What follows belongs to an exercise in optimizing a design on an open flow for small area; a production flow would make more cautious choices.
In this exercise RTL edits were held to simulation tests only and were not proved equivalent to the original.

<file path="design/flow/design.v">
`timescale 1ns / 1ps
module frequency_divider
    # ( parameter
        freq = 1000
    )
    (
        input  wire clk100MHz,  
        input  wire rst,        
        output reg  clk_div,    
        output wire tick        
    );
    localparam LOOP_COUNTER_AT = 100_000_000 / freq / 2 ;
    reg [clog2(LOOP_COUNTER_AT)-1:0] count;
    always @( posedge(clk100MHz) )
    begin
        if(rst)
        begin : counter_reset
            count   <= 0;
            clk_div <= 1'b0;
        end
        else
        begin : counter_operate
            if (count == (LOOP_COUNTER_AT - 1))
            begin : counter_loop
                count   <= 0;
                clk_div <= ~clk_div;
            end
            else
            begin : counter_increment
                count   <= count + 1;
                clk_div <= clk_div;
            end
        end
    end
    assign tick = (count == (LOOP_COUNTER_AT - 1)) && !clk_div;
    function integer clog2(input integer number);
        begin
            clog2 = 0;
            while (number)
            begin
                clog2  = clog2 + 1;
                number = number >> 1;
            end
        end
    endfunction
endmodule
`timescale 1ns / 1ps
module clock_managment_unit(
    input wire clk,
    input wire rst,
    output wire clk_100MHz,
    output wire clk_40MHz,
    output wire clk_1KHz,
    output wire tick_40MHz,   
    output wire tick_1KHz     
    );
    frequency_divider 
    #(
        .freq(1000000)   
    )    
    my_1K_divider(
        .clk100MHz(clk),
        .rst(rst),
        .clk_div(clk_1KHz),
        .tick(tick_1KHz)
    );
    frequency_divider 
    #(
        .freq(40000000)
    )    
    my_40M_divider(
        .clk100MHz(clk),
        .rst(rst),
        .clk_div(clk_40MHz),
        .tick(tick_40MHz)
    );
     assign clk_100MHz =clk;
endmodule
`timescale 1ns / 1ps
module sensor_handler(
    input wire clk,
    input wire rst,
    input wire [3:0] sensors,
    output reg [10:0] position
    );
reg [10:0] position_nxt;
always @(posedge clk) begin
    if(rst)
        position <= 0;
    else 
        position <= position_nxt;
end
always @(*) begin
    case(sensors)
    4'b1001:    position_nxt = 500;
    4'b0111:    position_nxt = 1000;
    4'b0011:    position_nxt = 750;
    4'b1110:    position_nxt = 1;
    4'b1100:    position_nxt = 250;
    4'b1011:    position_nxt = 625;
    4'b1101:    position_nxt = 375;
    4'b0001:    position_nxt = 666;
    4'b1000:    position_nxt = 333;
    default:    position_nxt = 1023;    
endcase
end
endmodule
`timescale 1ns / 1ps
module pid(
    input wire clk,
    input wire en,   
    input wire rst,
    input wire [10:0] position,
    input wire kp_sw, ki_sw, kd_sw,  
    output reg [10:0] pid_output
    );
reg signed [10:0] error, error_nxt, error_sum, error_sum_nxt, error_dif, error_dif_nxt, error_prev;
reg signed [12:0] p, p_nxt, i, i_nxt, d, d_nxt;
reg signed [10:0] output_loaded_nxt, output_buf, output_buf_nxt;
localparam  
    K_P      = 1,
    K_P_DEN  = 2,
    K_I      = 5,
    K_I_DEN  = 100,
    K_D      = 1,
    K_D_DEN  = 200,
    TIME_DIV = 100;
always @(posedge clk) begin
    if(rst) begin
        error         <= 0;
        error_sum     <= 0;
        error_dif     <= 0;
        error_prev    <= 0;
        p             <= 0;
        i             <= 0;
        d             <= 0;
        output_buf    <= 0;
        pid_output    <= 0;
    end
    else if(en) begin 
        error         <= error_nxt;
        error_sum     <= error_sum_nxt;
        error_dif     <= error_dif_nxt;
        error_prev    <= error;
        p             <= p_nxt;
        i             <= i_nxt;
        d             <= d_nxt;
        output_buf    <= output_buf_nxt;
        pid_output    <= output_loaded_nxt;
    end
end
always @(*) begin
    error_nxt = 500 - position;
    error_sum_nxt = (error == 0) ? 0 : (error_sum + error);
    error_dif_nxt = error - error_prev;
    p_nxt = kp_sw ? (K_P * error)/K_P_DEN : 0;
    i_nxt = ki_sw ? (K_I * error_sum)/(TIME_DIV * K_I_DEN) : 0;
    d_nxt = kd_sw ? (K_D * error_dif * TIME_DIV)/K_D_DEN : 0;
    output_buf_nxt = p + i + d + 500;
    if(output_buf < 0) output_loaded_nxt = 0;
    else if(output_buf > 1000) output_loaded_nxt = 0;
    else output_loaded_nxt = output_buf;
end
endmodule
`timescale 1ns / 1ps
module servo_handler(
    input  wire clk,
    input  wire en,   
    input  wire rst,
    input  wire [10:0] pid_output,
    output reg  [7:0] servo_l,
    output reg  [7:0] servo_r
    );
reg [7:0] servo_l_nxt;
reg [7:0] servo_r_nxt;
reg [3:0] state,state_nxt;
reg [20:0] counter,counter_nxt;
reg [10:0] pid_buf;
localparam        
    idle              = 3'b000,
    turn_left         = 3'b001,
    turn_right        = 3'b010,
    stop              = 3'b111,
    servo_l_on        = 8'd157,
    servo_r_on        = 8'd137,
    servo_off         = 1'd0;
always @(posedge clk) begin
    if(rst) begin
        servo_l <=0;
        servo_r <=0;
        state   <=0;
        counter <=0;
        pid_buf <=0;
    end
    else if(en) begin
        servo_l <= servo_l_nxt;
        servo_r <= servo_r_nxt;
        state   <= state_nxt;
        counter <= counter_nxt;
        pid_buf <= pid_output;
    end
end
always @(*) begin
    servo_l_nxt = 0;
    servo_r_nxt = 0;
    counter_nxt = 0;
    case (state)
        idle: begin 
            counter_nxt=0;          
            if(pid_buf == 239) begin
                state_nxt =stop;
            end
            else if(pid_buf > 500) begin
                state_nxt=turn_left;
            end  
            else if(pid_buf < 500) begin
                state_nxt=turn_right;
            end
            else begin
                state_nxt=idle;
                servo_l_nxt = servo_l_on;
                servo_r_nxt = servo_r_on; 
            end    
        end      
        turn_right: begin
            counter_nxt=counter+1;
            servo_l_nxt = servo_l_on;
            servo_r_nxt =servo_off;
            if(counter >= pid_buf)
                state_nxt=idle;
            else
                state_nxt=turn_right;
        end
        turn_left: begin
            counter_nxt=counter+1;
            servo_l_nxt = servo_off;
            servo_r_nxt =servo_r_on;
            if(pid_buf < 500 || counter >= pid_buf - 500)
                state_nxt=idle;
            else
                state_nxt=turn_left;
        end
        stop: begin
            servo_l_nxt = servo_off;
            servo_r_nxt =servo_off;
            if(pid_buf == 239)
                state_nxt =stop;
            else 
                state_nxt=idle;
        end     
        default: state_nxt=idle;        
    endcase    
end
endmodule
`timescale 1ns / 1ps
module servo_to_PWM(
   input wire clk,
   input wire rst,
   input wire [7:0] servo_L,
   input wire [7:0] servo_R,
   output reg PWM_L,
   output reg PWM_R
   );
reg PWM_L_nxt;
reg PWM_R_nxt;
reg [19:0] counter,counter_nxt;
reg [20:0] servo_l_mul,servo_r_mul;
reg [7:0] servo_L_buf, servo_R_buf;
always@ (posedge clk) begin
   if(rst) begin
      counter <=0;
      PWM_L   <=0;
      PWM_R   <=0;
   end
   else begin
      counter <=counter_nxt;
      PWM_L   <=PWM_L_nxt;
      PWM_R   <=PWM_R_nxt;
   end
end 
always @* begin
   servo_l_mul =servo_L *1000;
   servo_r_mul =servo_R *1000;
   counter_nxt = counter+1;
   if(counter > 1000000) begin
      counter_nxt=0;
   end
   if(counter > servo_l_mul) begin
      PWM_L_nxt=0;
   end
   else begin
      PWM_L_nxt =1;
   end
   if(counter >servo_r_mul) begin
      PWM_R_nxt=0;
   end
   else begin
      PWM_R_nxt =1;
   end
end 
endmodule
`timescale 1ns / 1ps
module main(
    input wire clk,
    input wire rst,
    input wire [3:0] sensor,
    input wire [2:0] sw,
    output wire [1:0] servo
    );
wire [7:0] Servo_R;
wire [7:0] Servo_L;
wire clk_40MHz;
wire clk_1KHz;
wire clk_100MHz;
wire tick_40MHz;
wire tick_1KHz;
wire [10:0] pid_output, position;
servo_handler my_servo (
    .clk(clk_100MHz),
    .en(tick_1KHz),
    .rst(rst),
    .servo_l(Servo_L),
    .servo_r(Servo_R),
    .pid_output(pid_output)
);       
servo_to_PWM my_PWM(
    .clk(clk_100MHz),
    .rst(rst),
    .servo_L(Servo_L),
    .servo_R(Servo_R),
    .PWM_L(servo[0]),
    .PWM_R(servo[1])
);
clock_managment_unit my_clk(
.clk(clk),
.rst(rst),
.clk_100MHz(clk_100MHz),
.clk_40MHz(clk_40MHz),
.clk_1KHz(clk_1KHz),
.tick_40MHz(tick_40MHz),
.tick_1KHz(tick_1KHz)
);
pid my_pid(
    .kp_sw(sw[0]),
    .ki_sw(sw[1]),
    .kd_sw(sw[2]),
    .clk(clk_100MHz),
    .en(tick_40MHz),
    .rst(rst),
    .position(position),
    .pid_output(pid_output)
);
sensor_handler my_sensors(
    .clk(clk_100MHz),
    .rst(rst),
    .sensors(sensor),
    .position(position)
);
endmodule
</file>
<file path="design/flow/run.sh">
#!/bin/bash
# synth_recipe.tcl (not shown) runs the flow's synth.tcl, then flattens the netlist and writes it again
# the make line also repeats each setting of config.mk as NAME=value (left out here)
make -C /OpenROAD-flow-scripts/flow DESIGN_CONFIG=/design/flow/config.mk WORK_HOME=/design/flow/orfs CLKGATE_MAP_FILE= SYNTH_SCRIPT=/design/flow/synth_recipe.tcl finish
</file>
<file path="design/flow/config.mk">
export PLATFORM = sky130hd
export DESIGN_NAME = main
export DESIGN_NICKNAME = main
export VERILOG_FILES = /design/flow/design.v
export SDC_FILE = /design/flow/constraint.sdc
export NUM_CORES = 4
export LEC_CHECK = 0
export CAP_MARGIN = 20
export CORE_MARGIN = 2
export CORE_UTILIZATION = 40
export SLEW_MARGIN = 20
</file>
<file path="design/flow/constraint.sdc">
create_clock -name core_clock -period 14.0 [get_ports {clk}]
set_input_delay 2.8000 -clock core_clock [delete_from_list [all_inputs] [get_ports {clk}]]
set_output_delay 2.8000 -clock core_clock [all_outputs]
set_load 0.01 [all_outputs]
</file>
==> run notes <==
The run finished with no timing, DRC or antenna violations. The number of pins with negative max-slew slack in the final report came out at 0. Along the worst path, the maximum fanout reaches 11. The worst setup path is launched from a register.

The floorplan die area is 44200 um2, and the ratio of final minimum period to clock period is 0.952. The top cell types in the final layout, fill and taps aside, are sky130_fd_sc_hd__nand2_1, sky130_fd_sc_hd__nor2_1, sky130_fd_sc_hd__dfxtp_1. The startpoint-to-endpoint class of the critical path is register to register. The net count after synthesis was 2321. The share of cells above drive strength 1 is 0.130. The area share of the largest cell type after synthesis was 0.206.

The slowest stage of the critical path belongs to the cell sky130_fd_sc_hd__or4_4. Counting flops with a built-in enable in the synthesized netlist gives 0. The path class of the tightest hold or removal check is register to register. Summing every instance area after synthesis gives 17000 um2. Maximum clock skew at final layout: 0.00930 ns. The part of the Yosys area used for sequential elements was 0.206; the final core utilization was 0.451.

Based on the critical path, the design can be clocked at up to 75.1 MHz. In this design, the largest share of critical-path delay is due to compound AO/OA/AOI/OAI gates. The logs give 14500 for the number of global-route vias before repair and 0 for the diode insertion count for antenna repair. The width of the die was 210 um; the detailed-route wire length was 45.1 mm. The starting density of the core was 0.405.

The post-layout net count is 2340. Setup slack on the critical path of the routed design comes to 0.676 ns. The final design instance area without fill is 18900 um2, and the minimum period implied by the final worst setup slack is 13.32 ns.

The final count of hold timing violations is 0. The finished layout holds 2703 standard cells, fillers aside. TritonCTS built the clock tree. The pin count of the biggest net entering global routing came out at 81. The area of the core came out at 41900 um2. The library cell used most frequently in the layout, excluding fill and tap cells, is sky130_fd_sc_hd__nand2_1. CTS saw 175 sinks. For this run, the leading register cell type out of synthesis is sky130_fd_sc_hd__dfxtp_1.

The post-placement worst setup slack was -0.0947 ns. The total instance count after detailed placement came out at 2659. For the synthesized instance count, the log shows 2132. The first global-routing pass estimated 74.2 mm of wire. After clock tree synthesis, the clock-pin slew on the worst setup and hold paths is 0.07 ns. The run gives 4 as the number of levels in the clock H-tree.

Count of port buffers added during placement: 10. The logs give 0.202 for the overall routing resource usage and 0.422 for the relative max-transition margin. In this run the deepest clock path goes through 2 buffers. The proportion of synthesized flip-flops having asynchronous set or reset was 0; the worst hold slack was 0.448 ns. The critical path's largest stage delay is 0.58 ns.

The tools report the weighted congestion at the end of routability-driven global placement as 0.956. The count of max-cap constraint violations was 0; the number of synthesized register bits was 175. Hold repair after CTS inserted 0 buffers.

From bottom edge to top edge, the die measures 210 um. Summed over all layers, the global routing overflow is 0. The total number of placement rows was 75.

Count of different cell masters after synthesis: 129. The number of antenna violations at the first check in global routing is 0. For the count of yosys warnings during synthesis, the log shows 6. The number of vias after detailed routing came out at 15800. The later pin in the worst-skew pair is clocked with a latency of 0.44 ns. The transition time at the pin with the least slew margin came out at 0.867 ns.

The most frequent cell on the critical path is sky130_fd_sc_hd__ha_1. The tools report the number of violations reported at the end of detailed-routing iteration 0 as 1151. Total of fill cells in the finished design: 4138. For this design the top-level I/O count stands at 11.

For the cell area after placement, the log shows 17900 um2. The critical path arrival is 13.61 ns, and the number of clock buffers inserted by TritonCTS is 17. The antenna violation net count after detailed routing was 0.

The synthesized area per cell is 7.98 um2, and the detailed-route wire length per cell is 16.7 um. Adding up every negative setup slack in the final design gives 0 ns. The pre-antenna-repair detailed-routing pass consisted of 5 iterations. The total of endpoints with negative setup slack in the final report was 0; the worst-case register-to-register setup slack was 0.68 ns. STA puts the critical path data required time at 14.29 ns.

Using the TritonRoute via totals, the vias-per-cell ratio works out to 5.83. Clock tree root driver cell: sky130_fd_sc_hd__clkbuf_16. The cell type contributing the most total cell area after synthesis was sky130_fd_sc_hd__dfxtp_1. The area growth from synthesis to final layout is 11.1%.

The critical path contains buffers and inverters numbering 3 combined. The tools report the detailed-placement wirelength estimate as 34.2 mm. For the number of remaining DRC errors, the log shows 0. STA classifies the critical path endpoint as a register. By area the synthesized netlist is led by sky130_fd_sc_hd__dfxtp_1, sky130_fd_sc_hd__ha_1, sky130_fd_sc_hd__nand2_1, sky130_fd_sc_hd__xnor2_1, sky130_fd_sc_hd__a21oi_1.
[final cells by class]
cell class              count  area [um2]  area share
flip-flops and latches    175        3500       0.185
well taps                 539         674      0.0357
repair buffers             84         653      0.0346
clock inverters            13         174     0.00920
multi-input cells        1767       13000       0.690
inverters                 106         398      0.0211
clock buffers              19         453      0.0240
[cells in the mapped netlist (17+ instances only)]
master	instances
sky130_fd_sc_hd__nand2_1	231
sky130_fd_sc_hd__nor2_1	186
sky130_fd_sc_hd__dfxtp_1	175
sky130_fd_sc_hd__a21oi_1	170
sky130_fd_sc_hd__ha_1	157
sky130_fd_sc_hd__inv_1	106
sky130_fd_sc_hd__xnor2_1	99
sky130_fd_sc_hd__nand3_1	75
sky130_fd_sc_hd__o21ai_0	73
sky130_fd_sc_hd__xor2_1	58
sky130_fd_sc_hd__clkbuf_1	51
sky130_fd_sc_hd__nor3_1	47
sky130_fd_sc_hd__a21o_1	38
sky130_fd_sc_hd__a22oi_1	29
sky130_fd_sc_hd__nand4_1	25
sky130_fd_sc_hd__o21ai_1	24
sky130_fd_sc_hd__a211oi_1	23
sky130_fd_sc_hd__fa_1	23
sky130_fd_sc_hd__nor4_1	23
sky130_fd_sc_hd__a31oi_1	21
sky130_fd_sc_hd__and3_1	21
sky130_fd_sc_hd__nand2b_1	19
sky130_fd_sc_hd__and2_1	18
sky130_fd_sc_hd__nor2b_1	18
sky130_fd_sc_hd__o211ai_1	17
sky130_fd_sc_hd__or3_1	17
[cell families (layout without fill, tap and decap cells)]
family                   after synthesis  in the layout  share of synthesized area
adder cells (fa/ha/maj)              180            180                      0.143
buffers and inverters                191            222                     0.0471
flip-flops                           175            175                      0.206
multiplexers                          28             28                     0.0199
XOR/XNOR                             163            163                     0.0866
AO/OA/AOI/OAI                        630            631                      0.275
other                                  2              2                   0.000442
AND/OR/NAND/NOR                      763            763                      0.222
[final timing paths]
check,start,end,cells past startpoint
worst min-delay path,my_pid.d[7],my_pid.d[7],2
worst min register to register,my_pid.d[7],my_pid.d[7],2
worst max-delay path,my_pid.error_dif[8],my_pid.d[10],48
worst max register to register,my_pid.error_dif[8],my_pid.d[10],48
[worst min-delay path: cells and delay by family, from the launching register on]
| kind | cells | cell delay, ns |
|---|---|---|
| flops | 1 | 0.31 |
| simple gates | 1 | 0.05 |
| compound gates | 1 | 0.05 |
[flip-flops by register name, summed over array words and instances, names as in the netlist, 11 cells and up]
| register | flops |
|---|---|
| my_PWM.counter | 20 |
| my_pid.d | 11 |
| my_pid.error | 11 |
| my_pid.error_dif | 11 |
| my_pid.error_prev | 11 |
| my_pid.error_sum | 11 |
| my_pid.i | 11 |
| my_pid.output_buf | 11 |
| my_pid.p | 11 |
| my_servo.counter | 21 |
[layer usage]
layer  vias up  global-route usage  share of wire
met1      7522               0.282           0.49
met5         -                   0              0
met4         0              0.0421          0.012
met3        49              0.0267          0.040
li1       7834                   -              -
met2       345               0.332           0.46
[repair_timing]
item,in CTS,in global routing
gates resized for setup,1,50
gates cloned,0,1
setup buffers,0,11
pin swaps,0,8
setup endpoints to repair,1,10

[afterwards: timing with drivers on the ports]
In the flow no input, the clock included, has a driving cell. The finished layout below was timed again as built, in two steps. Step 1 sets driving cells, clkbuf_16 on the clock port and buf_2 on the other inputs (assumed; they add their load-dependent delay and slew). Step 2 adds t to the input delays and takes it off the output delays; t is the mean of the earliest and latest rising clock arrival at the registers after step 1. Input paths then give back, and output paths get back, about the clock's delay inside the block. Slacks: ideal / step 1 / step 2; pairs: ideal / step 1.
t, ns: 0.490
slack for setup (ns): 0.676 / 0.676 / 0.676
hold WS [ns]: 0.448 / 0.448 / 0.448
worst register clock-pin slew, ns: 0.07 / 0.07
worst slew at a driven data input, ns: 0.12
After both steps setup and hold are still met in this run. The setup slack of this run moves by 0.000 ns with the drivers and by 0.000 ns with both steps.
